Source: an optimization exercise on an open RTL-to-GDS flow (aim: small area and a short achievable clock period). Production flows keep margins and buffers that such runs may drop. RTL that was checked went through simulation tests only; none was proved equivalent to the original. For runs 4 and 5, only the layout was checked, not whether the RTL still works. Power is estimated from default activity; no workload was simulated.

===== flow/flow/run.sh =====
#!/bin/bash
# Standard ORFS layout (the standard.sh) with: plain buf_2 port buffers,
# a lighter clock tree (clkbuf_8, no dummy loads), and a tighter setup repair target.
export BUFFER_PORTS_ARGS="-buffer_cell sky130_fd_sc_hd__buf_2"
export CTS_ARGS="-sink_clustering_enable -repair_clock_nets -buf_list sky130_fd_sc_hd__clkbuf_8 -root_buf sky130_fd_sc_hd__clkbuf_8 -sink_clustering_size 20 -dont_use_dummy_load"
bash standard.sh SETUP_SLACK_MARGIN=6.5 TNS_END_PERCENT=5 finish > standard.log 2>&1

===== flow/standard.sh =====
#!/bin/bash
# synth_recipe.tcl (not shown) runs the flow's synth.tcl, then flattens the netlist and writes it again
# the make line also repeats each setting of config.mk as NAME=value (left out here)
make -C /OpenROAD-flow-scripts/flow DESIGN_CONFIG=/design/flow/config.mk WORK_HOME=/design/flow/orfs CLKGATE_MAP_FILE= SYNTH_SCRIPT=/design/flow/synth_recipe.tcl "${@:-finish}"

===== flow/config.mk =====
export PLATFORM = sky130hd
export DESIGN_NAME = cpu
export DESIGN_NICKNAME = cpu
export VERILOG_FILES = /design/flow/design.v
export SDC_FILE = /design/flow/constraint.sdc
export NUM_CORES = 4
export LEC_CHECK = 0
export ABC_AREA = 1
export CAP_MARGIN = 20
export CORE_MARGIN = 2
export CORE_UTILIZATION = 40
export SETUP_SLACK_MARGIN = 4.5
export SLEW_MARGIN = 20

===== flow/constraint.sdc =====
create_clock -name core_clock -period 11.0 [get_ports {CLK}]
set_input_delay 2.2000 -clock core_clock [delete_from_list [all_inputs] [get_ports {CLK}]]
set_output_delay 2.2000 -clock core_clock [all_outputs]
set_load 0.01 [all_outputs]

===== flow/design.v =====
module pcout(l, u, t, c, s, take, pc);
    input  [7:0]  l, t;
    input  [21:0] u;
    input         c, s, take;
    output [29:0] pc;
    wire [8:0] ln  = {1'b0, l} + 9'd1;
    wire [7:0] low = take ? t : ln[7:0];
    wire       inc = take ? (c & ~s) : ln[8];
    wire       dec = take & ~c & s;
    wire [21:0] A, Z;
    wire [5:0] ga, gz;             
    genvar g, k;
    generate for (k = 0; k < 6; k = k + 1) begin : grp
        if (k < 5) begin : full
            assign ga[k] = &u[4*k+3:4*k];
            assign gz[k] = ~|u[4*k+3:4*k];
        end else begin : part
            assign ga[k] = &u[21:20];
            assign gz[k] = ~|u[21:20];
        end
    end endgenerate
    generate for (g = 0; g < 22; g = g + 1) begin : chain
        localparam integer G = g / 4;
        localparam integer B = g % 4;
        wire pa = (G == 0) ? 1'b1 : &ga[(G == 0 ? 0 : G - 1):0];
        wire pz = (G == 0) ? 1'b1 : &gz[(G == 0 ? 0 : G - 1):0];
        wire la, lz;
        if (B == 0) begin : b0
            assign la = 1'b1;
            assign lz = 1'b1;
        end else begin : bn
            assign la = &u[g-1:4*G];
            assign lz = ~|u[g-1:4*G];
        end
        assign A[g] = pa & la;
        assign Z[g] = pz & lz;
    end endgenerate
    assign pc = {u ^ (({22{inc}} & A) | ({22{dec}} & Z)), low};
endmodule
module control_unit(vld, o, we, br, use_imm);
    input       vld;           
    input [3:0] o;             
    output      we, br, use_imm;
    assign we = vld & ((~o[3] & ~(o[2] & o[1])) | (o[3] & (o[2] ? ~o[1] : (o[1] | o[0]))));
    assign br = vld & ((~o[3] & o[2] & o[1]) | (o[3] & ~o[2] & ~o[1] & ~o[0]));
    assign use_imm = (~o[3] & ~o[2] & ~o[1] & ~o[0]) | (o[3] & (o[2] | o[1]));
endmodule
module wdec(we, rd, rst, wen);
    input       we, rst;
    input [2:0] rd;
    output [7:0] wen;
    genvar i;
    generate for (i = 0; i < 8; i = i + 1) begin : g
        assign wen[i] = rst | (we & (rd == i));
    end endgenerate
endmodule
module rdmux(s, i0, i1, i2, i3, i4, i5, i6, i7, o);
    input  [2:0] s;
    input  [7:0] i0, i1, i2, i3, i4, i5, i6, i7;
    output [7:0] o;
    wire [7:0] h;
    assign h[0] = ~s[2] & ~s[1] & ~s[0];
    assign h[1] = ~s[2] & ~s[1] &  s[0];
    assign h[2] = ~s[2] &  s[1] & ~s[0];
    assign h[3] = ~s[2] &  s[1] &  s[0];
    assign h[4] =  s[2] & ~s[1] & ~s[0];
    assign h[5] =  s[2] & ~s[1] &  s[0];
    assign h[6] =  s[2] &  s[1] & ~s[0];
    assign h[7] =  s[2] &  s[1] &  s[0];
    assign o = ({8{h[0]}} & i0) | ({8{h[1]}} & i1) | ({8{h[2]}} & i2) | ({8{h[3]}} & i3) |
               ({8{h[4]}} & i4) | ({8{h[5]}} & i5) | ({8{h[6]}} & i6) | ({8{h[7]}} & i7);
endmodule
module mul8lo(a, b, p);
    input  [7:0] a, b;
    output [7:0] p;
    wire pp0_0 = a[0] & b[0];
    wire pp0_1 = a[1] & b[0];
    wire pp0_2 = a[2] & b[0];
    wire pp0_3 = a[3] & b[0];
    wire pp0_4 = a[4] & b[0];
    wire pp0_5 = a[5] & b[0];
    wire pp0_6 = a[6] & b[0];
    wire pp0_7 = a[7] & b[0];
    wire pp1_0 = a[0] & b[1];
    wire pp1_1 = a[1] & b[1];
    wire pp1_2 = a[2] & b[1];
    wire pp1_3 = a[3] & b[1];
    wire pp1_4 = a[4] & b[1];
    wire pp1_5 = a[5] & b[1];
    wire pp1_6 = a[6] & b[1];
    wire pp2_0 = a[0] & b[2];
    wire pp2_1 = a[1] & b[2];
    wire pp2_2 = a[2] & b[2];
    wire pp2_3 = a[3] & b[2];
    wire pp2_4 = a[4] & b[2];
    wire pp2_5 = a[5] & b[2];
    wire pp3_0 = a[0] & b[3];
    wire pp3_1 = a[1] & b[3];
    wire pp3_2 = a[2] & b[3];
    wire pp3_3 = a[3] & b[3];
    wire pp3_4 = a[4] & b[3];
    wire pp4_0 = a[0] & b[4];
    wire pp4_1 = a[1] & b[4];
    wire pp4_2 = a[2] & b[4];
    wire pp4_3 = a[3] & b[4];
    wire pp5_0 = a[0] & b[5];
    wire pp5_1 = a[1] & b[5];
    wire pp5_2 = a[2] & b[5];
    wire pp6_0 = a[0] & b[6];
    wire pp6_1 = a[1] & b[6];
    wire pp7_0 = a[0] & b[7];
    wire s1 = pp0_2 ^ pp1_1 ^ pp2_0;
    wire c2 = (pp0_2 & pp1_1) | (pp2_0 & (pp0_2 ^ pp1_1));
    wire s3 = pp0_3 ^ pp1_2 ^ pp2_1;
    wire c4 = (pp0_3 & pp1_2) | (pp2_1 & (pp0_3 ^ pp1_2));
    wire s5 = pp0_4 ^ pp1_3 ^ pp2_2;
    wire c6 = (pp0_4 & pp1_3) | (pp2_2 & (pp0_4 ^ pp1_3));
    wire s7 = pp3_1 ^ pp4_0;
    wire c8 = pp3_1 & pp4_0;
    wire s9 = pp0_5 ^ pp1_4 ^ pp2_3;
    wire c10 = (pp0_5 & pp1_4) | (pp2_3 & (pp0_5 ^ pp1_4));
    wire s11 = pp3_2 ^ pp4_1 ^ pp5_0;
    wire c12 = (pp3_2 & pp4_1) | (pp5_0 & (pp3_2 ^ pp4_1));
    wire s13 = pp0_6 ^ pp1_5 ^ pp2_4;
    wire c14 = (pp0_6 & pp1_5) | (pp2_4 & (pp0_6 ^ pp1_5));
    wire s15 = pp3_3 ^ pp4_2 ^ pp5_1;
    wire c16 = (pp3_3 & pp4_2) | (pp5_1 & (pp3_3 ^ pp4_2));
    wire s17 = pp0_7 ^ pp1_6 ^ pp2_5;
    wire s19 = pp3_4 ^ pp4_3 ^ pp5_2;
    wire s21 = pp6_1 ^ pp7_0;
    wire s23 = c2 ^ s3 ^ pp3_0;
    wire c24 = (c2 & s3) | (pp3_0 & (c2 ^ s3));
    wire s25 = c4 ^ s5 ^ s7;
    wire c26 = (c4 & s5) | (s7 & (c4 ^ s5));
    wire s27 = c6 ^ c8 ^ s9;
    wire c28 = (c6 & c8) | (s9 & (c6 ^ c8));
    wire s29 = c10 ^ c12 ^ s13;
    wire c30 = (c10 & c12) | (s13 & (c10 ^ c12));
    wire s31 = s15 ^ pp6_0;
    wire c32 = s15 & pp6_0;
    wire s33 = c14 ^ c16 ^ s17;
    wire s35 = s19 ^ s21;
    wire s37 = c26 ^ s27 ^ s11;
    wire c38 = (c26 & s27) | (s11 & (c26 ^ s27));
    wire s39 = c28 ^ s29 ^ s31;
    wire c40 = (c28 & s29) | (s31 & (c28 ^ s29));
    wire s41 = c30 ^ c32 ^ s33;
    wire s43 = c40 ^ s41 ^ s35;
    wire [7:0] ra = {s43, c38, s37, c24, s23, s1, pp0_1, pp0_0};
    wire [7:0] rb = {1'b0, s39, 1'b0, s25, 1'b0, 1'b0, pp1_0, 1'b0};
    assign p = ra + rb;
endmodule
module shifter(d, imm, is_sll, out);
    input  [7:0] d, imm;
    input        is_sll;
    output [7:0] out;
    wire [2:0] n = imm[2:0];
    wire a0 = n[0];
    wire a1 = n[1] ^ (is_sll & n[0]);
    wire a2 = n[2] ^ (is_sll & (n[1] | n[0]));
    wire [7:0] r0 = a0 ? {d[0],  d[7:1]}  : d;
    wire [7:0] r1 = a1 ? {r0[1:0], r0[7:2]} : r0;
    wire [7:0] r2 = a2 ? {r1[3:0], r1[7:4]} : r1;
    wire kill = is_sll ? (imm == 8'd8) : (~imm[7] & (imm[3:0] == 4'd8));
    wire all  = ~is_sll & imm[7] & ~imm[6];
    wire [7:0] keep;
    genvar j;
    generate for (j = 0; j < 8; j = j + 1) begin : m
        assign keep[j] = ~kill & (all | (is_sll ? (n <= j) : (n <= 7 - j)));
    end endgenerate
    wire fill = ~is_sll & ~imm[7] & imm[6] & d[7];
    assign out = (r2 & keep) | ({8{fill}} & ~keep);
endmodule
module alu(o, a, b, br, eq, res, take);
    input  [3:0] o;
    input  [7:0] a, b;
    input        br, eq;
    output [7:0] res;
    output       take;
    wire s_b   = ~o[3] & ~o[2] & ~o[1];             
    wire s_add = ~o[3] & o[1];                      
    wire s_and = ~o[3] & o[2] & ~o[0];              
    wire s_or  = ~o[3] & o[2] & o[0];               
    wire s_mul = o[3] & ~o[2] & ~o[1];              
    wire s_sh  = o[3] & (o[2] | o[1]);              
    wire       sub = o[0];
    wire [7:0] sum = a + (b ^ {8{sub}}) + {7'd0, sub};
    wire [7:0] prod;
    mul8lo u_mul(.a(a), .b(b), .p(prod));
    wire [7:0] shv;
    shifter u_sh(.d(a), .imm(b), .is_sll(o[1] & ~o[0]), .out(shv));
    assign res = ({8{s_b}} & b) | ({8{s_add}} & sum) | ({8{s_and}} & (a & b)) |
                 ({8{s_or}} & (a | b)) | ({8{s_mul}} & prod) | ({8{s_sh}} & shv);
    assign take = br & (o[3] ? ~eq : (o[0] ? eq : 1'b1));
endmodule
module cpu(PC, INSTRUCTION, CLK, RESET);
    input  [31:0] INSTRUCTION;
    input         CLK, RESET;
    output [31:0] PC;
    wire       vld = (INSTRUCTION[31:28] == 4'd0);
    wire [3:0] o   = INSTRUCTION[27:24];
    wire [7:0] off = INSTRUCTION[23:16];
    wire [2:0] rd  = INSTRUCTION[18:16];
    wire [2:0] rt  = INSTRUCTION[10:8];
    wire [2:0] rs  = INSTRUCTION[2:0];
    wire [7:0] imm = INSTRUCTION[7:0];
    reg [7:0] r0, r1, r2, r3, r4, r5, r6, r7;    
    reg [7:0] e_a, e_b;                          
    reg [3:0] e_o;                               
    reg [2:0] e_rd;                              
    reg       e_we, e_br;                        
    reg       e_eq;                              
    reg [7:0] p_l;                               
    reg [21:0] p_u;                              
    reg [7:0] p_t;                               
    reg       p_c, p_s;                          
    wire [7:0] res;
    wire       take;
    alu u_alu(.o(e_o), .a(e_a), .b(e_b), .br(e_br), .eq(e_eq), .res(res), .take(take));
    wire [7:0] wen;
    wdec u_wdec(.we(e_we), .rd(e_rd), .rst(RESET), .wen(wen));
    wire [7:0] wd = res & {8{~RESET}};
    always @(posedge CLK) begin
        if (wen[0]) r0 <= wd;
        if (wen[1]) r1 <= wd;
        if (wen[2]) r2 <= wd;
        if (wen[3]) r3 <= wd;
        if (wen[4]) r4 <= wd;
        if (wen[5]) r5 <= wd;
        if (wen[6]) r6 <= wd;
        if (wen[7]) r7 <= wd;
    end
    wire [29:0] pc;
    pcout u_pc(.l(p_l), .u(p_u), .t(p_t), .c(p_c), .s(p_s), .take(take), .pc(pc));
    assign PC = {pc, 2'b00};
    wire [8:0] tsum = {1'b0, pc[7:0]} + {1'b0, off} + 9'd1;
    always @(posedge CLK) begin
        p_l <= pc[7:0] | {8{RESET}};
        p_u <= pc[29:8] | {22{RESET}};
        p_t <= tsum[7:0];
        p_c <= tsum[8];
        p_s <= off[7];
    end
    wire [7:0] q1, q2;
    rdmux rm1(.s(rt), .i0(r0), .i1(r1), .i2(r2), .i3(r3), .i4(r4), .i5(r5), .i6(r6), .i7(r7), .o(q1));
    rdmux rm2(.s(rs), .i0(r0), .i1(r1), .i2(r2), .i3(r3), .i4(r4), .i5(r5), .i6(r6), .i7(r7), .o(q2));
    wire f1 = e_we & (e_rd == rt);
    wire f2 = e_we & (e_rd == rs);
    wire [7:0] d1 = f1 ? res : q1;
    wire [7:0] d2 = f2 ? res : q2;
    wire we, br, use_imm;
    control_unit u_cu(.vld(vld), .o(o), .we(we), .br(br), .use_imm(use_imm));
    always @(posedge CLK) begin
        e_a  <= d1;
        e_b  <= use_imm ? imm : d2;
        e_o  <= o;
        e_rd <= rd;
        e_we <= we & ~RESET;
        e_br <= br & ~RESET;
        e_eq <= (d1 == d2);
    end
endmodule

==> results_dict.tcl, run 1 <==
set metrics [dict create \
    status "complete, no violations" \
    finish.utilization 0.456 \
    worst_pin_slew_ps 1130 \
    synth_top_cell_area_share 0.223 \
    layoutNonFillerInstCount 1518 \
    grt.overflow.total 0 \
    wl_met2_um 11200 \
    dieArea_um2 22700 \
    critPathSlowestCell "dfxtp_2" \
    die_height_um 151 \
    skew_ps 35.5 \
    wl_per_cell_um 16.0 \
    std_cell_rows 53 \
    cts_buffers 17 \
    crit_buf_inv 2 \
    setup_violations 0 \
    worstPathRequired_ps 8800 \
    setup_slack_ps 6450 \
    dr.pass1.iters 6 \
    numPortBuffers 58 \
    worstPathArrival_ps 2350 \
    grt_max_degree 26 \
    synth_warnings 1 \
    slew_viol_final 0 \
    synth_cells 1169 \
    synth_area_um2 8600 \
    routed-wl-met3_um 1450 \
    antenna_found_initial 0 \
    drtIter0Drc 723 \
    synth_seq_area_share 0.377 \
    place_ws_ps 6090 \
    synth.avg_cell_area_um2 7.36 \
    path_cells "inv_4, nand4_1, nor4_4, nand2_2, nor4_4, nand3b_1, nand2_1, xor2_1, buf_2" \
    power_leakage_nw 4.69 \
    drive_above_1_share 0.134 \
    cts_root_buf "clkbuf_8" \
    dr.max_layer_used "met4" \
    rsz0062_at_grt "yes" \
    fin_tns_setup_ps 0 \
    grtUsageTotal 0.220 \
    grt_pass1_wl_um 38500 \
    power_density_nw_per_um2 185 \
    crit_family "simple AND/OR/NAND/NOR gates" \
    hold_class "reg2reg" \
    cpPeakStageDelay_ps 340 \
    route.final.wire_length_um 24300 \
    wl_met1_um 11300 \
    dp_cells 1483 \
    ys_ff_latch 130 \
    vias 8026 \
    hold_buffers 0 \
    start_util 0.408 \
    coreArea_um2 21100 \
    irDropWorstVdd_mv 0.101 \
    n_antenna_cell 0 \
    ys_types 47 \
    crit_top_cell "nor4_4" \
    gp_congestion 0.893 \
    largest_reg_flops 22 \
    drtAntennaViolNets 0 \
    cap_violations 0 \
    clock.fmax_mhz 220 \
    design_power_total_w 0.00178 \
    crit_path_start_kind "flip-flop" \
    die_w_um 151 \
    cp-end-kind "output port" \
    cts.path.max_buffers 2 \
    cts_tree "yes" \
    clock_sinks 130 \
    synthTopCellsByArea "edfxtp_1 (22%), dfxtp_1 (15%), nand2_1 (12%), inv_1 (8.3%), nand3_1 (7.3%)" \
    place_hpwl_um 18300 \
    syn2layout_area_growth_pct 11.6 \
    path_clk_slew_ps 70 \
    worst-setup-path-type "reg2out" \
    final_hold_viol_count 0 \
    finalCritPeriodShare 0.414 \
    h-tree-depth 4 \
    path_max_fanout 6 \
    grt_pass1_vias 7518 \
    viasPerCell 5.29 \
    top_register "p_u" \
    synth_largest_area_cell "edfxtp_1" \
    ios 66 \
    relSlewSlack 0.244 \
    nNetsFinal 1317 \
    drc 0 \
    clock_latency_ps 460 \
    fin_crit_ps 4550 \
]
-- layout by cell type (no fill, tap or decap), types with 5 or more instances in the layout --
master    count
edfxtp_1     64
buf_4        22
nor3_1        5
buf_2        58
fa_1         15
clkbuf_8     17
a221oi_1     12
a211oi_1      6
o22ai_1      48
nand2_1     270
xor2_1       29
o31ai_1       7
nor2_1       86
o21ai_0      33
ha_1         23
inv_1       183
a21oi_1      44
xnor2_1       7
dfxtp_1      61
nand3b_1     10
nand3_1     125
nand2_2       9
or2_2        22
inv_2        13
nand4_1      17
o21ai_1      10
-- cell usage after synthesis, drive strengths merged --
library cell,n
nand2,279
inv,200
nand3,127
nor2,90
dfxtp,66
edfxtp,64
o22ai,48
a21oi,44
o21ai,44
xor2,29
or2,24
ha,23
nand4,17
fa,15
buf,14
a221oi,12
clkbuf,11
nand3b,10
nor3,7
o31ai,7
xnor2,7
a211oi,6
nor4,4
a21boi,3
a31oi,3
o211ai,3
a21o,2
o21a,2
o21bai,2
o41ai,2
clkinv,1
conb,1
o2111ai,1
o32ai,1
-- worst min-delay path: stages, from the launching register on --
cell     delay, ps
dfxtp_1        300
nand2_1         60
nand3_1         70
-- final timing paths --
kind / from / to / slack, ps / cells past startpoint
setup / recovery: p_u[0] / PC[31] / 6450 / 9
hold reg to reg: p_t[5] / p_l[5] / 460 / 2
setup reg to reg: e_b[2] / e_eq / 6830 / 20
hold / removal: p_t[5] / p_l[5] / 460 / 2
-- area by class of cell --
cell class,instances,area (um2)
repair buffers,80,455
multi-input cells,815,4560
clock buffers,17,234
fillers,2175,11500
flip-flops and latches,130,3250
well taps,275,344
inverters,201,764
-- through the flow --
| stage | hold WS [ps] | instance area [um2] |
|---|---|---|
| after floorplan | 438 | 8610 |
| after global routing | 505 | 9610 |
| after detailed placement | 451 | 9160 |
| after global placement | 443 | 9160 |
| after CTS | 465 | 9570 |
| final | 460 | 9610 |
-- routing by layer --
metal,vias to the layer above,track usage
met5,-,0
met4,0,0.0598
met3,37,0.0406
met2,250,0.357
met1,3721,0.301
li1,4018,-
-- report_power, final --
| group | internal, W | switching, W |
|---|---|---|
| registers | 0.000612 | 0.0000769 |
| clock network | 0.000135 | 0.000158 |
| logic | 0.000307 | 0.000489 |
| total | 0.00105 | 0.000725 |
-- cells by family (layout without fill, tap and decap cells) --
kind of cell               count (synthesis)  after routing  share of synthesized area
AOI/OAI and AO/OA                        180            180                      0.126
DFF                                      130            130                      0.377
adders and majority gates                 38             38                     0.0683
xor gates and xnor gates                  36             36                     0.0366
buffers and inverters                    226            298                      0.103
and+or+nand+nor                          558            559                      0.289
other                                      1              2                   0.000436
-- timing repair --
item                       4_1_cts  5_1_grt
pin swaps                        8       11
buffers inserted                15        2
setup endpoints to repair       25       41
gates cloned                     1        0
gates resized for setup         23       11
==> inputs of run 2 (changes only) <==
==> flow/flow/run.sh (replaced) <==
#!/bin/bash
# Standard ORFS layout (the standard.sh) with: plain buf_1 port buffers,
# a lighter clock tree (clkbuf_8, no dummy loads), and a tighter setup repair target.
export BUFFER_PORTS_ARGS="-buffer_cell sky130_fd_sc_hd__buf_1"
export CTS_ARGS="-sink_clustering_enable -repair_clock_nets -buf_list sky130_fd_sc_hd__clkbuf_8 -root_buf sky130_fd_sc_hd__clkbuf_8 -sink_clustering_size 30 -dont_use_dummy_load"
bash standard.sh SETUP_SLACK_MARGIN=6.5 CORE_UTILIZATION=65 PLACE_DENSITY=0.75 finish > standard.log 2>&1
==> run 2 against run 1 <==
  * Worst setup slack worse by 17 ps
  * Count of clock-buffer cells in the layout is the same
  * Combinational power rose by 3.6%
  * Power grew 1.9%
  * Largest power group unchanged
  * Synthesized area is the same
  * Die area decreased by 38%
  * Critical path depth is 1 higher
  * Clock skew down 3.4 ps
  * Critical path type unchanged
  * Final cell count fell by 5.9%
  * Fmax shrank 0.37%
  * First-iteration DRC count grew 31%
  * Synthesized cell count unchanged
==> results_dict.tcl, run 2 <==
set metrics [dict create \
    place_hpwl_um 16600 \
    synth_common_cells "nand2_1 (272), inv_1 (190), nand3_1 (126), nor2_1 (88), dfxtp_1 (66)" \
    drc 0 \
    hold_ws_ps 474 \
    ff_latch_area_um2 3260 \
    dr.pass1.iters 8 \
    cts_tree "yes" \
    synth_most_common_cell "nand2_1" \
    nNetsFinal 1326 \
    clock_latency_ps 450 \
    cp-end-kind "output port" \
    path_cells "inv_4, nand4_1, nor4_4, buf_4, inv_4, nor2_4, nand3_2, o31ai_2, xor2_1, buf_2" \
    min_from "p_t[4]" \
    clock.fmax_mhz 219 \
    crit_family "simple AND/OR/NAND/NOR gates" \
    timing.rr.end "e_eq" \
    power_leakage_nw 4.71 \
    final_common_cell "nand2_1" \
    ys_ff_latch 130 \
    setup_violations 0 \
    synthTopCellsByArea "edfxtp_1 (22%), dfxtp_1 (15%), nand2_1 (12%), inv_1 (8.3%), nand3_1 (7.3%)" \
    syn2layout_area_growth_pct 13.0 \
    ios 66 \
    ys_types 47 \
    crit_top_cell "inv_4" \
    hold_class "reg2reg" \
    synth_top_cell_area_share 0.223 \
    std_cell_rows 42 \
    final_hold_viol_count 0 \
    route.final.wire_length_um 23600 \
    path_max_fanout 4 \
    viasPerCell 5.83 \
    drive_above_1_share 0.125 \
    die_height_um 119 \
    grt_pass1_vias 7763 \
    cts_buffers 17 \
    synth_flop_cell "dfxtp_1" \
    synth_seq_area_share 0.377 \
    synth_warnings 1 \
    cpPeakStageDelay_ps 340 \
    drtAntennaViolNets 0 \
    drtIter0Drc 949 \
    worst_pin_slew_ps 1180 \
    reg2reg_slack_ps 6820 \
    critPathSlowestCell "dfxtp_2" \
    most-common-layout-cells "nand2_1 (265), inv_1 (181), nand3_1 (121), nor2_1 (86), edfxtp_1 (64)" \
    hold_path_depth 2 \
    worstPathArrival_ps 2370 \
    cap_violations 0 \
    grtUsageTotal 0.330 \
    slew_viol_final 0 \
    coreArea_um2 13100 \
    worstPathRequired_ps 8800 \
    rsz0062_at_grt "yes" \
    synth_edf_count 64 \
    yosys.area_share.xor_xnor 0.0366 \
    synth_largest_area_cell "edfxtp_1" \
    largest_reg_flops 22 \
    place_area_um2 8960 \
    multi_input_comb_area_um2 4750 \
    top_register "p_u" \
    h-tree-depth 4 \
    cts.path.max_buffers 2 \
    dieArea_um2 14200 \
    relSlewSlack 0.210 \
    wl_per_cell_um 16.5 \
    crit_path_start_kind "flip-flop" \
    start_util 0.658 \
    cts_root_buf "clkbuf_8" \
    nFillCells 1016 \
    die_w_um 119 \
    vias 8329 \
    irDropWorstVdd_mv 0.143 \
    numPortBuffers 58 \
    finish.instance_area_um2 9720 \
    grt_pass1_wl_um 36800 \
    synth_area_um2 8600 \
    synth.avg_cell_area_um2 7.36 \
    finalCritPeriodShare 0.415 \
    hold_buffers 0 \
    synth_compound_area_frac 0.126 \
    n_antenna_cell 0 \
    synth_top_family_by_area "simple AND/OR/NAND/NOR gates" \
    crit_buf_inv 4 \
    antenna_found_initial 0 \
    r2r_start "e_b[1]" \
    synth.area.mux_share 0 \
    power_density_nw_per_um2 187 \
    synth_cells 1169 \
    synth_fa_ha_area_frac 0.0683 \
    grt_max_degree 26 \
    clock_sinks 130 \
    worst-setup-path-type "reg2out" \
    async_flop_share 0 \
    grt.overflow.total 0 \
    synth-simple-area-share 0.289 \
    rr_worst_depth 21 \
    fin_tns_setup_ps 0 \
    gp_congestion 0.988 \
    path_clk_slew_ps 70 \
    whs_endpoint "p_l[4]" \
    fin_crit_ps 4570 \
    status "complete, no violations" \
    skew_ps 32.1 \
]
==> run 2: cell types whose count changed in the layout (fill, tap and decap cells not counted), sizes merged <==
| cell | before | now |
|---|---|---|
| buf | 80 | 82 |
| inv | 200 | 201 |
| clkbuf | 17 | 23 |
==> run 2: cells by family (layout without fill, tap and decap cells) <==
group / after synthesis / in the layout
adders and majority gates: 38 / 38
DFF: 130 / 130
buffers and inverters: 226 / 307
other: 1 / 2
and+or+nand+nor: 558 / 559
xor gates and xnor gates: 36 / 36
AOI/OAI and AO/OA: 180 / 180
==> run 2: repair_timing <==
action / 4_1_cts / 5_1_grt
buffers inserted: 6 / 18
gates resized for setup: 32 / 73
cloned: 1 / 1
pin swaps: 10 / 23
endpoints found under the setup margin: 25 / 19
==> run 2: metrics by stage <==
step | instances | utilization | total power (W) | worst slack [ps]
finish | 1428 | 0.743 | 0.00181 | 6430
global placement | 1384 | 0.685 | 0.00139 | 6160
floorplan | 1170 | - | 0.00122 | 7140
global route | 1428 | 0.743 | 0.00194 | 6290
CTS | 1408 | 0.712 | 0.00172 | 6470
detailed placement | 1384 | 0.685 | 0.00140 | 6100
==> run 2: layout make-up <==
type,count,area share
flip-flops and latches,130,0.335
inverters,201,0.0804
clock buffers,17,0.0241
multi-input cells,815,0.488
repair buffers,88,0.0489
repair inverters,1,0.000644
well taps,176,0.0227
==> run 2: worst reg2reg max path: stages, from the launching register on <==
cell,delay (ps)
dfxtp_1,780
nand2_1,170
fa_1,520
inv_1,50
fa_1,480
inv_1,50
fa_1,490
inv_1,50
ha_1,300
inv_1,80
nand2_1,50
nand2_1,50
nor2_1,40
nor2_1,210
nand3_1,110
nand2_1,60
inv_1,60
nand2_1,70
nand3_1,70
nor2_1,170
nand3_1,120
nor2_1,120
==> run 2: worst max-delay path by stage <==
stage            from  endpoint  cells past startpoint
5_1_grt        p_u[1]    PC[23]                     10
2_1_floorplan  p_u[0]    PC[31]                     12
3_5_place_dp   e_o[0]    PC[29]                     10
4_1_cts        p_u[0]    PC[29]                      7
6_report       p_u[0]    PC[23]                     10
3_3_place_gp   e_o[0]    PC[15]                     10
==> run 2: layer usage <==
| layer | share of wire | global-route usage | vias up |
|---|---|---|---|
| met5 | 0 | 0 | - |
| met1 | 0.41 | 0.426 | 3788 |
| met2 | 0.47 | 0.542 | 431 |
| met3 | 0.096 | 0.0738 | 84 |
| li1 | - | - | 4026 |
| met4 | 0.027 | 0.124 | 0 |
==> run 2: power by group <==
| part | switching [W] | total [W] | internal, W |
|---|---|---|---|
| Sequential | 0.0000806 | 0.000693 | 0.000612 |
| Clock | 0.000159 | 0.000295 | 0.000136 |
| Combinational | 0.000518 | 0.000826 | 0.000309 |
==> inputs of run 3 (changes only) <==
==> flow/flow/run.sh (replaced) <==
#!/bin/bash
# Standard ORFS layout (the standard.sh) with: plain buf_1 port buffers,
# a lighter clock tree (clkbuf_8, no dummy loads), and a tighter setup repair target.
export BUFFER_PORTS_ARGS="-buffer_cell sky130_fd_sc_hd__buf_1"
export CTS_ARGS="-sink_clustering_enable -repair_clock_nets -buf_list sky130_fd_sc_hd__clkbuf_8 -root_buf sky130_fd_sc_hd__clkbuf_8 -sink_clustering_size 30 -sink_clustering_max_diameter 100 -dont_use_dummy_load"
bash standard.sh SETUP_SLACK_MARGIN=6.5 TNS_END_PERCENT=5 finish > standard.log 2>&1
==> run 3 against run 2 <==
  * Still clean
  * Critical path depth is 1 lower
  * Clock skew is 11 ps higher
  * Power is 1.9% lower
  * Worst setup slack better by 110 ps
  * Via count is 2.9% lower
  * Final cell count is 6.3% higher
  * Die area is 60% higher
  * First-iteration DRC count is 39% lower
  * Sequential cell count stayed put
  * Worst hold slack worse by 11 ps
  * Non-clock buffer count is 8 lower
  * Global-route usage is 11 points lower
  * Highest routed layer unchanged
==> results_dict.tcl, run 3 <==
set metrics [dict create \
    status "complete, no violations" \
    worst-setup-path-type "reg2out" \
    pwr-share-clk 0.167 \
    dieArea_um2 22700 \
    synth_cells 1169 \
    setup_violations 0 \
    cts_buffers 17 \
    grt_pass1_wl_um 38900 \
    start_util 0.408 \
    min_from "p_t[4]" \
    final_common_cell "nand2_1" \
    viasPerCell 5.33 \
    synth_most_common_cell "nand2_1" \
    finalCritPeriodShare 0.405 \
    route.final.wire_length_um 24200 \
    worstPathArrival_ps 2250 \
    grt.overflow.total 0 \
    whs_endpoint "p_l[4]" \
    path_max_fanout 17 \
    timing.rr.end "e_eq" \
    routed-wl-met3_um 1610 \
    skew_ps 43.4 \
    drive_above_1_share 0.104 \
    h-tree-depth 4 \
    crit_path_start_kind "flip-flop" \
    fin_crit_ps 4450 \
    nFillCells 2164 \
    std_cell_rows 53 \
    async_flop_share 0 \
    synth_common_cells "nand2_1 (272), inv_1 (190), nand3_1 (126), nor2_1 (88), dfxtp_1 (66)" \
    numPortBuffers 58 \
    power_frac_seq 0.387 \
    clock_latency_ps 460 \
    worst_pin_slew_ps 1070 \
    drtIter0Drc 582 \
    synth_seq_area_share 0.377 \
    drc 0 \
    n_antenna_cell 0 \
    grt_max_degree 26 \
    gp_congestion 0.901 \
    synthTopCellsByArea "edfxtp_1 (22%), dfxtp_1 (15%), nand2_1 (12%), inv_1 (8.3%), nand3_1 (7.3%)" \
    path_clk_slew_ps 60 \
    hold_class "reg2reg" \
    cts_tree "yes" \
    vias 8085 \
    ys_types 47 \
    power_density_nw_per_um2 184 \
    dr.max_layer_used "met4" \
    synth_warnings 1 \
    irDropWorstVdd_mv 0.111 \
    dr.pass1.iters 5 \
    cap_violations 0 \
    wl_met1_um 11000 \
    p_int_w 0.00104 \
    clock.fmax_mhz 225 \
    rsz0062_at_grt "yes" \
    syn2layout_area_growth_pct 12.1 \
    die_height_um 151 \
    synth.avg_cell_area_um2 7.36 \
    r2r_start "e_b[2]" \
    final_hold_viol_count 0 \
    worstPathRequired_ps 8800 \
    combPwrFrac 0.447 \
    cts.path.max_buffers 2 \
    rr_worst_depth 20 \
    synth_top_cell_area_share 0.223 \
    coreArea_um2 21100 \
    most-common-layout-cells "nand2_1 (267), inv_1 (182), nand3_1 (124), nor2_1 (84), edfxtp_1 (64)" \
    power.switching_w 0.000735 \
    drtAntennaViolNets 0 \
    wl_met2_um 10900 \
    clock_sinks 130 \
    synth_flop_cell "dfxtp_1" \
    grtUsageTotal 0.221 \
    switching_share 0.413 \
    synth_largest_area_cell "edfxtp_1" \
    largest_reg_flops 22 \
    reg2reg_slack_ps 6830 \
    top_register "p_u" \
    cts_root_buf "clkbuf_8" \
    ios 66 \
    place_hpwl_um 17900 \
    hold_path_depth 2 \
    ys_ff_latch 130 \
    nNetsFinal 1317 \
    die_w_um 151 \
    relSlewSlack 0.283 \
    antenna_found_initial 0 \
    cp-end-kind "output port" \
    power_leakage_nw 4.61 \
    grt_pass1_vias 7695 \
    hold_ws_ps 463 \
    fin_tns_setup_ps 0 \
    synth_edf_count 64 \
    slew_viol_final 0 \
    synth_area_um2 8600 \
    wl_per_cell_um 15.9 \
]
==> run 3: cell counts after synthesis <==
No cell type changed its count.
==> run 3: what timing repair did <==
item / in CTS / in global routing
setup buffers: 9 / 5
resized for setup: 30 / 35
endpoints found under the setup margin: 22 / 23
cloned: 1 / 0
pin swaps: 10 / 13
hold buffers: 0 / 0
==> run 3: power groups by stage <==
stage / logic [W] / registers (W) / clock network (W)
after CTS: 0.000766 / 0.000683 / 0.000304
final: 0.000794 / 0.000688 / 0.000297
after detailed placement: 0.000726 / 0.000691 / 0
after floorplan: 0.000561 / 0.000660 / 0
after global routing: 0.000908 / 0.000697 / 0.000321
after global placement: 0.000720 / 0.000690 / 0
==> run 3: worst max-delay path by stage <==
stage	from	end	slack [ps]
2_1_floorplan	p_u[0]	PC[31]	7140
3_3_place_gp	e_o[0]	PC[29]	6410
3_5_place_dp	e_o[0]	PC[29]	6400
4_1_cts	p_u[1]	PC[31]	6440
5_1_grt	p_u[2]	PC[30]	6360
6_report	e_o[0]	PC[24]	6550
==> run 3: final cells by class <==
cell class | count | area (um2) | share of cell area
multi-input combinational | 815 | 4640 | 0.481
sequential | 130 | 3250 | 0.337
inverter | 201 | 772 | 0.0800
timing repair buffer | 80 | 409 | 0.0424
tap | 275 | 344 | 0.0357
clock buffer | 17 | 234 | 0.0243
==> run 3: worst max-delay path, stage by stage (launching register included) <==
cell	delay, ps
dfxtp_1	350
buf_12	170
nand2_1	100
nand2_4	160
inv_6	70
o21ai_2	100
nand2_4	130
o32ai_2	300
xor2_1	260
buf_2	180
==> run 3: per-layer routing <==
layer  global-route usage  up-vias
met2                0.348      277
met4               0.0832        0
met1                0.298     3743
li1                     -     4014
met5                    0        -
met3               0.0503       51
==> run 3: kinds of logic (layout without fill, tap and decap cells) <==
| kind of cell | after synthesis | count (layout) | synth area share |
|---|---|---|---|
| other | 1 | 2 | 0.000436 |
| flip-flops | 130 | 130 | 0.377 |
| adder cells (fa/ha/maj) | 38 | 38 | 0.0683 |
| XOR/XNOR | 36 | 36 | 0.0366 |
| buffers and inverters | 226 | 298 | 0.103 |
| AND/OR/NAND/NOR | 558 | 559 | 0.289 |
| AO/OA/AOI/OAI | 180 | 180 | 0.126 |
==> run 3: through the flow <==
| step | utilization | instances | cell area [um2] | power [W] | setup slack [ps] |
|---|---|---|---|---|---|
| 2_1_floorplan | - | 1170 | 8610 | 0.00122 | 7140 |
| 3_3_place_gp | 0.432 | 1486 | 9100 | 0.00141 | 6410 |
| 3_5_place_dp | 0.432 | 1486 | 9100 | 0.00142 | 6400 |
| 4_1_cts | 0.451 | 1513 | 9510 | 0.00175 | 6440 |
| 5_1_grt | 0.457 | 1518 | 9650 | 0.00193 | 6360 |
| 6_report | 0.457 | 1518 | 9650 | 0.00178 | 6550 |
==> inputs of run 4 (changes only) <==
--- a/flow/design.v
+++ b/flow/design.v
@@ -1,10 +1,10 @@
-module pcout(l, u, t, c, s, take, pc);
+module pcout(l, n, u, t, c, s, take, pc);
     input  [7:0]  l, t;
     input  [21:0] u;
-    input         c, s, take;
+    input         n, c, s, take;    
     output [29:0] pc;
     wire [8:0] ln  = {1'b0, l} + 9'd1;
     wire [7:0] low = take ? t : ln[7:0];
-    wire       inc = take ? (c & ~s) : ln[8];
+    wire       inc = take ? (c & ~s) : n;
     wire       dec = take & ~c & s;
     wire [21:0] A, Z;
@@ -215,4 +215,5 @@
     reg [7:0] p_t;                               
     reg       p_c, p_s;                          
+    reg       p_n;                               
     wire [7:0] res;
     wire       take;
@@ -232,9 +233,10 @@
     end
     wire [29:0] pc;
-    pcout u_pc(.l(p_l), .u(p_u), .t(p_t), .c(p_c), .s(p_s), .take(take), .pc(pc));
+    pcout u_pc(.l(p_l), .n(p_n), .u(p_u), .t(p_t), .c(p_c), .s(p_s), .take(take), .pc(pc));
     assign PC = {pc, 2'b00};
     wire [8:0] tsum = {1'b0, pc[7:0]} + {1'b0, off} + 9'd1;
     always @(posedge CLK) begin
         p_l <= pc[7:0] | {8{RESET}};
+        p_n <= (&pc[7:0]) | RESET;
         p_u <= pc[29:8] | {22{RESET}};
         p_t <= tsum[7:0];
==> flow/flow/run.sh (replaced) <==
#!/bin/bash
# Standard ORFS layout (the standard.sh) with: plain buf_1 port buffers,
# a lighter clock tree (clkbuf_8, no dummy loads), and a tighter setup repair target.
export BUFFER_PORTS_ARGS="-buffer_cell sky130_fd_sc_hd__buf_1"
export CTS_ARGS="-sink_clustering_enable -repair_clock_nets -buf_list sky130_fd_sc_hd__clkbuf_8 -root_buf sky130_fd_sc_hd__clkbuf_8 -sink_clustering_size 20 -dont_use_dummy_load"
bash standard.sh SETUP_SLACK_MARGIN=6.5 TNS_END_PERCENT=5 finish > standard.log 2>&1
==> run 4 against run 3 <==
  * Worst setup slack got worse by 94 ps
  * Count of clock-buffer cells in the layout did not move
  * Worst hold slack improved by 2.3 ps
  * Synthesized cell count rose by 3.7%
  * Power fell by 9.6%
  * Sequential share of layout area fell by 0.45 points
  * Non-clock buffer count rose by 9
  * Clock power barely moved
  * Design area rose by 2.4%
  * Critical path depth rose by 3
  * Wire length fell by 0.91%
  * Fmax fell by 2.1%
  * Critical endpoint is now PC[30]
  * Largest cell class unchanged
==> results_dict.tcl, run 4 <==
set metrics [dict create \
    most-common-layout-cells "nand2_1 (269), inv_1 (204), nand3_1 (130), nor2_1 (92), edfxtp_1 (64)" \
    synth_seq_area_share 0.372 \
    place_ws_ps 5780 \
    hold_class "reg2reg" \
    setup_slack_ps 6450 \
    yosys.area_share.xor_xnor 0.0349 \
    crit_family "simple AND/OR/NAND/NOR gates" \
    cpPeakStageDelay_ps 380 \
    viasPerCell 5.21 \
    rr_worst_depth 23 \
    synth_fa_ha_area_frac 0.0670 \
    cts.path.max_buffers 2 \
    synth_area_um2 8770 \
    gp_congestion 0.920 \
    antenna_found_initial 0 \
    hold_buffers 0 \
    power_leakage_nw 4.72 \
    synth_top_family_by_area "simple AND/OR/NAND/NOR gates" \
    ys_types 56 \
    coreArea_um2 21700 \
    n_antenna_cell 0 \
    crit_buf_inv 4 \
    synth_compound_area_frac 0.119 \
    final_hold_viol_count 0 \
    drc 0 \
    synth_warnings 1 \
    cp-endpoint "PC[30]" \
    numPortBuffers 58 \
    grt_max_degree 30 \
    hold_ws_ps 465 \
    async_flop_share 0 \
    place_hpwl_um 18100 \
    grtUsageTotal 0.210 \
    r2r_start "e_b[2]" \
    setup_violations 0 \
    cts_tree "yes" \
    die_height_um 152 \
    synth_edf_count 64 \
    worstPathRequired_ps 8800 \
    std_cell_rows 54 \
    clock_sinks 131 \
    drive_above_1_share 0.103 \
    irDropWorstVdd_mv 0.0943 \
    worst_pin_slew_ps 1040 \
    crit_path_start_kind "flip-flop" \
    synthTopCellsByArea "edfxtp_1 (22%), dfxtp_1 (15%), nand2_1 (12%), inv_1 (8.9%), nand3_1 (7.6%)" \
    skew_ps 29.1 \
    synth_flop_cell "dfxtp_1" \
    grt_pass1_vias 7730 \
    synth_most_common_cell "nand2_1" \
    grt.overflow.total 0 \
    cts_buffers 17 \
    synth_common_cells "nand2_1 (272), inv_1 (207), nand3_1 (134), nor2_1 (96), dfxtp_1 (67)" \
    crit_start "p_u[0]" \
    path_max_fanout 3 \
    largest_reg_flops 22 \
    relSlewSlack 0.304 \
    synth.avg_cell_area_um2 7.24 \
    ios 66 \
    synth.area.mux_share 0.00114 \
    nNetsFinal 1364 \
    critPathSlowestCell "dfxtp_4" \
    drtAntennaViolNets 0 \
    start_util 0.405 \
    timing.rr.end "e_eq" \
    top_register "p_u" \
    cp.depth 12 \
    cp-end-kind "output port" \
    rsz0062_at_grt "yes" \
    path_clk_slew_ps 70 \
    clock.fmax_mhz 220 \
    fin_tns_setup_ps 0 \
    vias 8182 \
    grt_pass1_wl_um 39200 \
    dieArea_um2 23100 \
    drtIter0Drc 671 \
    path_cells "nand2_2, inv_2, nand3_2, inv_2, nand4_1, buf_4, nor4_4, nor3b_4, nand2_1, nand2_2, xor2_2, buf_2" \
    syn2layout_area_growth_pct 12.6 \
    synth-simple-area-share 0.296 \
    cap_violations 0 \
    fin_crit_ps 4550 \
    finalCritPeriodShare 0.413 \
    synth_largest_area_cell "edfxtp_1" \
    slew_viol_final 0 \
    route.final.wire_length_um 23900 \
    power_density_nw_per_um2 163 \
    dr.pass1.iters 8 \
    clock_latency_ps 450 \
    wl_per_cell_um 15.3 \
    final_common_cell "nand2_1" \
    synth_top_cell_area_share 0.219 \
    status "complete, no violations" \
    worst-setup-path-type "reg2out" \
    nFillCells 2219 \
    worstPathArrival_ps 2350 \
    cts_root_buf "clkbuf_8" \
    die_w_um 152 \
    h-tree-depth 4 \
    synth_cells 1212 \
    reg2reg_slack_ps 6710 \
    ys_ff_latch 131 \
]
[run 4: metrics by stage]
step,power (W),std cells,utilization,area (um2)
after CTS,0.00160,1562,0.447,9700
after global routing,0.00174,1570,0.456,9880
after global placement,0.00128,1532,0.428,9290
after detailed placement,0.00129,1532,0.428,9290
final,0.00161,1570,0.456,9880
after floorplan,0.00112,1213,-,8780
[run 4: per-layer routing]
metal	vias up	track usage	wire length, um
li1	4124	-	-
met1	3780	0.281	10800
met2	240	0.342	11200
met3	38	0.0376	1440
met4	0	0.0748	473
met5	-	0	0
[run 4: repair_timing]
item	4_1_cts	5_1_grt
pin swaps	5	15
resized for setup	25	31
setup buffers	13	8
setup endpoints to repair	24	29
cloned	0	0
[run 4: layout make-up]
type                            instances  area, um2  share of cell area
Multi-Input combinational cell        834       4730               0.478
Tap cell                              280        350              0.0355
Sequential cell                       131       3280               0.332
Inverter                              219        830              0.0840
Clock buffer                           17        234              0.0237
Timing Repair Buffer                   89        458              0.0463
[run 4: power by group]
part | internal [W] | total [W] | switching [W] | leakage, nW
logic | 0.000232 | 0.000641 | 0.000409 | 3.38
clock network | 0.000136 | 0.000294 | 0.000158 | 0.122
registers | 0.000606 | 0.000674 | 0.0000673 | 1.21
total | 0.000974 | 0.00161 | 0.000634 | 4.72
[run 4: worst reg2reg max path, cell delays in order, from the launching register on]
cell	delay (ps)
dfxtp_1	760
nand2_1	170
fa_1	520
inv_1	50
fa_1	480
inv_1	50
fa_1	520
inv_1	50
ha_1	300
inv_1	100
nor3_1	60
a21oi_1	170
inv_1	60
nand2_1	80
nand2_1	50
nand2_1	50
nand2_1	60
nand2_1	90
nand3_1	100
nand2_1	90
nand2_1	80
nand2_1	60
nand3_1	80
nor2_1	150
[run 4: logic make-up (layout without fill, tap and decap cells)]
logic type	Yosys count	after routing
and+or+nand+nor	581	581
DFF	131	131
xor gates and xnor gates	35	35
muxes	1	1
AOI/OAI and AO/OA	177	177
adders and majority gates	38	38
other	1	2
buffers and inverters	248	325
[run 4: how the worst min path moves through the flow]
stage | to | from | cells past startpoint
floorplan | p_l[5] | p_t[5] | 2
global placement | p_l[5] | p_t[5] | 2
detailed placement | p_l[5] | p_t[5] | 2
CTS | p_l[5] | p_t[5] | 2
global route | p_l[5] | p_t[5] | 2
finish | p_l[5] | p_t[5] | 2
==> inputs of run 5 (changes only) <==
--- a/flow/design.v
+++ b/flow/design.v
@@ -1,5 +1,6 @@
-module pcout(l, n, u, t, c, s, take, pc);
+module pcout(l, n, u, ga, gz, t, c, s, take, pc);
     input  [7:0]  l, t;
     input  [21:0] u;
+    input  [4:0]  ga, gz;            
     input         n, c, s, take;    
     output [29:0] pc;
@@ -9,15 +10,5 @@
     wire       dec = take & ~c & s;
     wire [21:0] A, Z;
-    wire [5:0] ga, gz;             
-    genvar g, k;
-    generate for (k = 0; k < 6; k = k + 1) begin : grp
-        if (k < 5) begin : full
-            assign ga[k] = &u[4*k+3:4*k];
-            assign gz[k] = ~|u[4*k+3:4*k];
-        end else begin : part
-            assign ga[k] = &u[21:20];
-            assign gz[k] = ~|u[21:20];
-        end
-    end endgenerate
+    genvar g;
     generate for (g = 0; g < 22; g = g + 1) begin : chain
         localparam integer G = g / 4;
@@ -216,4 +207,5 @@
     reg       p_c, p_s;                          
     reg       p_n;                               
+    reg [4:0] p_ga, p_gz;                        
     wire [7:0] res;
     wire       take;
@@ -233,5 +225,5 @@
     end
     wire [29:0] pc;
-    pcout u_pc(.l(p_l), .n(p_n), .u(p_u), .t(p_t), .c(p_c), .s(p_s), .take(take), .pc(pc));
+    pcout u_pc(.l(p_l), .n(p_n), .u(p_u), .ga(p_ga), .gz(p_gz), .t(p_t), .c(p_c), .s(p_s), .take(take), .pc(pc));
     assign PC = {pc, 2'b00};
     wire [8:0] tsum = {1'b0, pc[7:0]} + {1'b0, off} + 9'd1;
@@ -239,4 +231,6 @@
         p_l <= pc[7:0] | {8{RESET}};
         p_n <= (&pc[7:0]) | RESET;
+        p_ga <= {&pc[27:24], &pc[23:20], &pc[19:16], &pc[15:12], &pc[11:8]} | {5{RESET}};
+        p_gz <= {~|pc[27:24], ~|pc[23:20], ~|pc[19:16], ~|pc[15:12], ~|pc[11:8]} & {5{~RESET}};
         p_u <= pc[29:8] | {22{RESET}};
         p_t <= tsum[7:0];
==> run 5 against run 4 <==
  * Still clean
  * Largest power group unchanged
  * Global-route usage is 0.43 points lower
  * Non-clock buffer count shrank 1
  * Sequential share of layout area increased by 1.7 points
  * First-iteration DRC count grew 9.5%
  * Synthesized cell count rose by 1.1%
==> results_dict.tcl, run 5 <==
set metrics [dict create \
    status "complete, no violations" \
    top_register "p_u" \
    skew_ps 25.0 \
    grt_pass1_wl_um 38700 \
    synth_cells 1225 \
    rsz0062_at_grt "yes" \
    drtAntennaViolNets 0 \
    worst-setup-path-type "reg2out" \
    timing.rr.end "e_eq" \
    synth_warnings 1 \
    drtIter0Drc 735 \
    dieArea_um2 23800 \
    fin_tns_setup_ps 0 \
    h-tree-depth 4 \
    multi_input_comb_area_um2 4630 \
    drive_above_1_share 0.102 \
    numPortBuffers 58 \
    setup_slack_ps 6510 \
    setup_violations 0 \
    die_height_um 154 \
    synthTopCellsByArea "edfxtp_1 (21%), dfxtp_1 (17%), nand2_1 (12%), inv_1 (8.2%), nand3_1 (7.5%)" \
    worstPathRequired_ps 8800 \
    synth_flop_cell "dfxtp_1" \
    dp_cells 1543 \
    place_ws_ps 6290 \
    coreArea_um2 22000 \
    clock_sinks 141 \
    hold_path_depth 2 \
    nNetsFinal 1371 \
    cts.path.max_buffers 2 \
    most-common-layout-cells "nand2_1 (279), inv_1 (196), nand3_1 (135), nor2_1 (85), dfxtp_1 (72)" \
    whs_endpoint "p_l[2]" \
    final_common_cell "nand2_1" \
    ff_latch_area_um2 3470 \
    worstPathArrival_ps 2290 \
    final_hold_viol_count 0 \
    synth_common_cells "nand2_1 (285), inv_1 (197), nand3_1 (135), nor2_1 (86), dfxtp_1 (77)" \
    gp_congestion 0.909 \
    synth_top_cell_area_share 0.213 \
    grt_max_degree 26 \
    finish.instance_area_um2 9960 \
    cts_buffers 17 \
    slew_viol_final 0 \
    path_max_fanout 6 \
    synth_most_common_cell "nand2_1" \
    cp-end-kind "output port" \
    route.final.wire_length_um 24400 \
    synth.avg_cell_area_um2 7.37 \
    synth_area_um2 9020 \
    cts_tree "yes" \
    wl_per_cell_um 15.5 \
    place_hpwl_um 18300 \
    vias 8287 \
    ys_ff_latch 141 \
    min_from "p_t[2]" \
    synth_largest_area_cell "edfxtp_1" \
    start_util 0.411 \
    drc 0 \
    irDropWorstVdd_mv 0.103 \
    clock_latency_ps 450 \
    power_leakage_nw 4.71 \
    synth_edf_count 64 \
    hold_class "reg2reg" \
    viasPerCell 5.24 \
    syn2layout_area_growth_pct 10.4 \
    reg2reg_slack_ps 6760 \
    place_area_um2 9500 \
    fin_crit_ps 4490 \
    grtUsageTotal 0.206 \
    cap_violations 0 \
    die_w_um 154 \
    relSlewSlack 0.331 \
    async_flop_share 0 \
    cpPeakStageDelay_ps 330 \
    layoutNonFillerInstCount 1581 \
    ios 66 \
    power_density_nw_per_um2 175 \
    nFillCells 2248 \
    r2r_start "e_b[0]" \
    synth_seq_area_share 0.384 \
    std_cell_rows 54 \
    rr_worst_depth 23 \
    ys_types 52 \
    cts_root_buf "clkbuf_8" \
    path_clk_slew_ps 70 \
    critPathSlowestCell "dfxtp_2" \
    dr.pass1.iters 5 \
    worst_pin_slew_ps 997 \
    grt.overflow.total 0 \
    largest_reg_flops 22 \
    path_cells "nor2_2, nand2_1, nand2_2, clkinv_4, o21ai_4, clkinvlp_4, buf_4, nand4_1, nand3_1, nand2_2, clkbuf_2" \
    finalCritPeriodShare 0.408 \
    antenna_found_initial 1 \
    crit_top_cell "nand2_2" \
    crit_path_start_kind "flip-flop" \
    clock.fmax_mhz 223 \
    grt_pass1_vias 7568 \
]
run 5: cell types whose count changed after synthesis, moves of 5 or more:
cell | previous run | this run
o21ai_0 | 59 | 35
a21oi_1 | 38 | 54
nand2_1 | 272 | 285
nand4_1 | 18 | 30
dfxtp_1 | 67 | 77
inv_1 | 207 | 197
nor2_1 | 96 | 86
nand2_2 | 3 | 8
o21ai_1 | 4 | 9
xor2_1 | 30 | 25
run 5: how the worst max path moves through the flow:
stage	from	to	slack (ps)	cells past startpoint
after floorplan	e_o[3]	PC[31]	7150	12
after global placement	e_o[0]	PC[31]	6310	12
after detailed placement	e_o[0]	PC[31]	6290	12
after CTS	e_o[3]	PC[31]	6480	13
after global routing	e_eq	PC[19]	6340	11
final	e_eq	PC[21]	6510	11
run 5: kinds of logic after synthesis:
logic type | count (synthesis) | synth area share
fa+ha+maj | 36 | 0.0624
compound gates | 176 | 0.115
xor+xnor | 35 | 0.0356
simple gates | 592 | 0.294
buf+inv | 244 | 0.109
other cells | 1 | 0.000416
flops | 141 | 0.384
run 5: cell type report:
class                      count  share of cell area
antenna                        2            0.000502
clock buffer                  17              0.0235
inverter                     211              0.0805
multi-input combinational    841               0.465
sequential                   141               0.349
tap                          280              0.0352
timing repair buffer          88              0.0461
timing repair inverter         1            0.000753
run 5: what timing repair did:
item	CTS	global route
hold buffers	0	0
buffers inserted	3	15
endpoints found under the hold margin	0	0
setup endpoints to repair	24	34
gates cloned	0	1
pin swaps	1	11
resized for setup	4	31
run 5: critical path, delay by kind of cell, from the launching register on:
| kind | cells | cell delay, ps |
|---|---|---|
| buffers and inverters | 4 | 630 |
| AND/OR/NAND/NOR | 6 | 620 |
| flip-flops | 1 | 330 |
| AO/OA/AOI/OAI | 1 | 260 |
run 5: layer usage:
metal / track usage / share of wire / routed length [um] / vias up
met5: 0 / 0 / 0 / -
met4: 0.0663 / 0.021 / 509 / 0
met3: 0.0375 / 0.058 / 1410 / 42
met2: 0.338 / 0.47 / 11400 / 256
met1: 0.275 / 0.46 / 11100 / 3817
li1: - / - / - / 4172
run 5: where the power goes:
part	internal, W	switching (W)
Combinational	0.000265	0.000454
Clock	0.000136	0.000164
Sequential	0.000654	0.0000709
run 5: per-stage QoR:
step | hold WS, ps | total power, W | util
3_3_place_gp | 463 | 0.00141 | 0.433
3_5_place_dp | 473 | 0.00142 | 0.433
5_1_grt | 507 | 0.00189 | 0.454
6_report | 479 | 0.00174 | 0.454
2_1_floorplan | 424 | 0.00124 | -
4_1_cts | 475 | 0.00173 | 0.445
==> inputs of run 6 (changes only) <==
--- a/flow/design.v
+++ b/flow/design.v
@@ -1,12 +1,10 @@
-module pcout(l, n, u, ga, gz, t, c, s, take, pc);
+module pcout(l, u, ga, gz, t, take, inc, dec, pc);
     input  [7:0]  l, t;
     input  [21:0] u;
     input  [4:0]  ga, gz;            
-    input         n, c, s, take;    
+    input         take, inc, dec;
     output [29:0] pc;
-    wire [8:0] ln  = {1'b0, l} + 9'd1;
-    wire [7:0] low = take ? t : ln[7:0];
-    wire       inc = take ? (c & ~s) : n;
-    wire       dec = take & ~c & s;
+    wire [7:0] ln  = l + 8'd1;
+    wire [7:0] low = take ? t : ln;
     wire [21:0] A, Z;
     genvar g;
@@ -163,10 +161,8 @@
     assign out = (r2 & keep) | ({8{fill}} & ~keep);
 endmodule
-module alu(o, a, b, br, eq, res, take);
+module alu(o, a, b, res);
     input  [3:0] o;
     input  [7:0] a, b;
-    input        br, eq;
     output [7:0] res;
-    output       take;
     wire s_b   = ~o[3] & ~o[2] & ~o[1];             
     wire s_add = ~o[3] & o[1];                      
@@ -183,5 +179,4 @@
     assign res = ({8{s_b}} & b) | ({8{s_add}} & sum) | ({8{s_and}} & (a & b)) |
                  ({8{s_or}} & (a | b)) | ({8{s_mul}} & prod) | ({8{s_sh}} & shv);
-    assign take = br & (o[3] ? ~eq : (o[0] ? eq : 1'b1));
 endmodule
 module cpu(PC, INSTRUCTION, CLK, RESET);
@@ -200,15 +195,13 @@
     reg [3:0] e_o;                               
     reg [2:0] e_rd;                              
-    reg       e_we, e_br;                        
+    reg       e_we;                              
     reg       e_eq;                              
     reg [7:0] p_l;                               
     reg [21:0] p_u;                              
     reg [7:0] p_t;                               
-    reg       p_c, p_s;                          
-    reg       p_n;                               
     reg [4:0] p_ga, p_gz;                        
+    reg       p_te, p_tn, p_ie, p_in, p_de, p_dn;
     wire [7:0] res;
-    wire       take;
-    alu u_alu(.o(e_o), .a(e_a), .b(e_b), .br(e_br), .eq(e_eq), .res(res), .take(take));
+    alu u_alu(.o(e_o), .a(e_a), .b(e_b), .res(res));
     wire [7:0] wen;
     wdec u_wdec(.we(e_we), .rd(e_rd), .rst(RESET), .wen(wen));
@@ -225,16 +218,27 @@
     end
     wire [29:0] pc;
-    pcout u_pc(.l(p_l), .n(p_n), .u(p_u), .ga(p_ga), .gz(p_gz), .t(p_t), .c(p_c), .s(p_s), .take(take), .pc(pc));
+    wire take = e_eq ? p_te : p_tn;
+    wire inc  = e_eq ? p_ie : p_in;
+    wire dec  = e_eq ? p_de : p_dn;
+    pcout u_pc(.l(p_l), .u(p_u), .ga(p_ga), .gz(p_gz), .t(p_t), .take(take), .inc(inc), .dec(dec), .pc(pc));
     assign PC = {pc, 2'b00};
     wire [8:0] tsum = {1'b0, pc[7:0]} + {1'b0, off} + 9'd1;
+    wire cpos = tsum[8] & ~off[7];                   
+    wire cneg = ~tsum[8] & off[7];                   
+    wire nall = (&pc[7:0]) | RESET;                  
+    wire tk_e = br & ~RESET & ~o[3];
+    wire tk_n = br & ~RESET & (o[3] | ~o[0]);
     always @(posedge CLK) begin
         p_l <= pc[7:0] | {8{RESET}};
-        p_n <= (&pc[7:0]) | RESET;
+        p_u <= pc[29:8] | {22{RESET}};
         p_ga <= {&pc[27:24], &pc[23:20], &pc[19:16], &pc[15:12], &pc[11:8]} | {5{RESET}};
         p_gz <= {~|pc[27:24], ~|pc[23:20], ~|pc[19:16], ~|pc[15:12], ~|pc[11:8]} & {5{~RESET}};
-        p_u <= pc[29:8] | {22{RESET}};
         p_t <= tsum[7:0];
-        p_c <= tsum[8];
-        p_s <= off[7];
+        p_te <= tk_e;
+        p_tn <= tk_n;
+        p_ie <= tk_e ? cpos : nall;
+        p_in <= tk_n ? cpos : nall;
+        p_de <= tk_e & cneg;
+        p_dn <= tk_n & cneg;
     end
     wire [7:0] q1, q2;
@@ -253,5 +257,4 @@
         e_rd <= rd;
         e_we <= we & ~RESET;
-        e_br <= br & ~RESET;
         e_eq <= (d1 == d2);
     end
--- a/flow/flow/run.sh
+++ b/flow/flow/run.sh
@@ -4,3 +4,3 @@
 export BUFFER_PORTS_ARGS="-buffer_cell sky130_fd_sc_hd__buf_1"
 export CTS_ARGS="-sink_clustering_enable -repair_clock_nets -buf_list sky130_fd_sc_hd__clkbuf_8 -root_buf sky130_fd_sc_hd__clkbuf_8 -sink_clustering_size 20 -dont_use_dummy_load"
-bash standard.sh SETUP_SLACK_MARGIN=6.5 TNS_END_PERCENT=5 finish > standard.log 2>&1
+bash standard.sh SETUP_SLACK_MARGIN=7 TNS_END_PERCENT=5 finish > standard.log 2>&1
==> run 6 against run 5 <==
  * Clock power barely moved
  * Register-to-register slack got worse by 110 ps
  * First-iteration DRC count fell by 19%
  * Worst setup slack improved by 140 ps
  * Global-route usage rose by 0.23 points
  * Combinational power rose by 12%
  * Non-clock buffer count rose by 18
  * Power rose by 5.7%
  * Critical path type is now reg2reg
  * Largest power group is now combinational cells
  * Highest routed layer unchanged
==> results_dict.tcl, run 6 <==
set metrics [dict create \
    synthTopCellsByArea "edfxtp_1 (22%), dfxtp_1 (18%), nand2_1 (11%), inv_1 (9.4%), nand3_1 (5.8%)" \
    cts.path.max_buffers 2 \
    top_register "p_u" \
    crit_path_start_kind "flip-flop" \
    grt_pass1_vias 7384 \
    synth.avg_cell_area_um2 7.44 \
    drtAntennaViolNets 0 \
    irDropWorstVdd_mv 0.112 \
    rsz0062_at_grt "yes" \
    synth_cells 1185 \
    drc 0 \
    synth-simple-area-share 0.253 \
    synth_warnings 1 \
    h-tree-depth 4 \
    cpPeakStageDelay_ps 400 \
    finish.instance_area_um2 10100 \
    grt_pass1_wl_um 38400 \
    grt.overflow.total 0 \
    path_clk_slew_ps 80 \
    place_area_um2 9370 \
    hold_ws_ps 496 \
    clock_sinks 143 \
    synth_top_cell_area_share 0.218 \
    numPortBuffers 58 \
    worst-setup-path-type "reg2reg" \
    largest_reg_flops 22 \
    clock.fmax_mhz 230 \
    slew_viol_final 0 \
    grtUsageTotal 0.208 \
    clock_latency_ps 450 \
    start_util 0.405 \
    gp_congestion 0.929 \
    skew_ps 25.4 \
    synth.area.mux_share 0.00454 \
    wl_per_cell_um 15.6 \
    die_height_um 152 \
    fin_tns_setup_ps 0 \
    synth_area_um2 8820 \
    setup_violations 0 \
    ys_types 41 \
    cts_tree "yes" \
    critPathSlowestCell "dfxtp_4" \
    die_w_um 152 \
    synth_flop_cell "dfxtp_1" \
    finish.utilization 0.464 \
    synth_most_common_cell "nand2_1" \
    layoutNonFillerInstCount 1565 \
    cap_violations 0 \
    synth_largest_area_cell "edfxtp_1" \
    final_hold_viol_count 0 \
    power_leakage_nw 4.85 \
    yosys.area_share.xor_xnor 0.0497 \
    cp-end-kind "flip-flop" \
    drtIter0Drc 593 \
    coreArea_um2 21800 \
    crit_top_cell "buf_4" \
    drive_above_1_share 0.109 \
    worstPathArrival_ps 4730 \
    ios 66 \
    cts_buffers 17 \
    hold_class "reg2reg" \
    nFillCells 2214 \
    async_flop_share 0 \
    worstPathRequired_ps 11380 \
    viasPerCell 5.18 \
    finalCritPeriodShare 0.395 \
    synth_fa_ha_area_frac 0.0638 \
    most-common-layout-cells "nand2_1 (249), inv_1 (216), nand3_1 (100), nor2_1 (85), dfxtp_1 (67)" \
    status "complete, no violations" \
    hold_buffers 0 \
    ys_ff_latch 143 \
    nNetsFinal 1357 \
    synth_common_cells "nand2_1 (259), inv_1 (220), nand3_1 (103), nor2_1 (90), dfxtp_1 (79)" \
    dr.pass1.iters 9 \
    relSlewSlack 0.405 \
    synth_seq_area_share 0.397 \
    power_density_nw_per_um2 183 \
    synth_compound_area_frac 0.124 \
    final_common_cell "nand2_1" \
    worst_pin_slew_ps 892 \
    std_cell_rows 54 \
    grt_max_degree 36 \
    antenna_found_initial 0 \
    dieArea_um2 23300 \
    fin_crit_ps 4350 \
    synth_top_family_by_area "simple AND/OR/NAND/NOR gates" \
    synth_edf_count 64 \
    n_antenna_cell 0 \
    cts_root_buf "clkbuf_8" \
    place_hpwl_um 17900 \
    dp_cells 1511 \
    syn2layout_area_growth_pct 14.4 \
    path_max_fanout 5 \
    route.final.wire_length_um 24400 \
    vias 8104 \
]
==> run 6: cell types whose count changed after synthesis, sizes merged, moves of 5 or more <==
cell and change:
o21ai +5, xnor2 +9, nand2 -34, o2111ai +7
buf -12, xor2 +6, a21o -6, inv +14
nand4 -14, nand3 -33
==> run 6: final timing paths <==
check / from / to / slack [ps] / cells past startpoint
worst min register to register: p_t[7] / p_l[7] / 500 / 2
worst max-delay path: e_eq / p_ga[4] / 6650 / 35
worst min-delay path: p_t[7] / p_l[7] / 500 / 2
worst max register to register: e_eq / p_ga[4] / 6650 / 35
==> run 6: logic make-up after synthesis <==
group | count (synthesis)
DFF | 143
buffers and inverters | 248
adders and majority gates | 36
muxes | 4
AOI/OAI and AO/OA | 186
xor gates and xnor gates | 50
and+or+nand+nor | 517
other | 1
==> run 6: final cells by class <==
cell class / instances / area, um2 / share of cell area
clock buffer: 17 / 234 / 0.0232
multi-input combinational: 795 / 4520 / 0.448
inverter: 224 / 847 / 0.0840
timing repair buffer: 106 / 607 / 0.0602
sequential: 143 / 3530 / 0.350
tap: 280 / 350 / 0.0347
==> run 6: power breakdown <==
part | switching, W | total [W] | internal, W
registers | 0.0000682 | 0.000733 | 0.000664
logic | 0.000491 | 0.000808 | 0.000317
clock network | 0.000167 | 0.000302 | 0.000136
total | 0.000726 | 0.00184 | 0.00112
==> run 6: metrics by stage <==
step | total power, W | setup WS, ps
5_1_grt | 0.00199 | 6500
6_report | 0.00184 | 6650
3_5_place_dp | 0.00145 | 6330
3_3_place_gp | 0.00144 | 6320
2_1_floorplan | 0.00125 | 7090
4_1_cts | 0.00181 | 6660
==> run 6: layer usage <==
layer	track usage	vias to the layer above	wire (um)
met3	0.0361	46	1630
met5	0	-	0
met1	0.277	3686	10600
li1	-	4072	-
met2	0.343	300	11400
met4	0.0728	0	682
==> run 6: worst max-delay path, delay by kind of cell (launching register included) <==
kind / cells / cell delay [ps]
simple gates: 6 / 410
compound gates: 2 / 260
flops: 1 / 400
buf+inv: 25 / 2940
mux: 1 / 180
xor+xnor: 1 / 100
==> run 6: what timing repair did <==
item                       CTS  global route
pin swaps                    7             7
resized for setup           27            40
buffers inserted            26            11
setup endpoints to repair   51            53

==> port drivers added, routing unchanged <==
No port has a modelled driver above. Below, the same layouts with a new extraction and two added sets of constraints.
Step 1 (the two cells are an assumption about what drives the block):
set clk [get_ports {CLK}]
set_driving_cell -lib_cell sky130_fd_sc_hd__clkbuf_16 $clk
set_driving_cell -lib_cell sky130_fd_sc_hd__buf_2 [delete_from_list [all_inputs] $clk]
Step 2 times the ports against the registers' clock, not the clock port: input delays grow and output delays shrink by t, the midpoint of the rising clock arrivals with the driver on.
Three values: no drivers, after step 1, after step 2; two values: the first two.
| run | shift t [ns] | setup slack, ns | worst hold slack (ns) | worst setup path at the end | worst data-port slew with drivers (ns) |
|---|---|---|---|---|---|
| run 1 | 0.477 | 6.450 / 6.410 / 6.591 | 0.460 / 0.460 / 0.460 | input to register | 0.04 |
| run 2 | 0.472 | 6.433 / 6.393 / 6.320 | 0.474 / 0.474 / 0.474 | input to register | 0.06 |
| run 3 | 0.477 | 6.548 / 6.509 / 6.387 | 0.463 / 0.463 / 0.463 | input to register | 0.05 |
| run 4 | 0.468 | 6.453 / 6.415 / 6.296 | 0.465 / 0.465 / 0.465 | input to register | 0.06 |
| run 5 | 0.475 | 6.510 / 6.470 / 6.428 | 0.479 / 0.479 / 0.479 | input to register | 0.08 |
| run 6 | 0.473 | 6.650 / 6.620 / 6.588 | 0.496 / 0.496 / 0.496 | input to register | 0.06 |
After both steps every run listed still meets setup and hold. The setup slack of run 3, which loses most, moves by -0.039 ns with the drivers and by -0.161 ns with both steps.
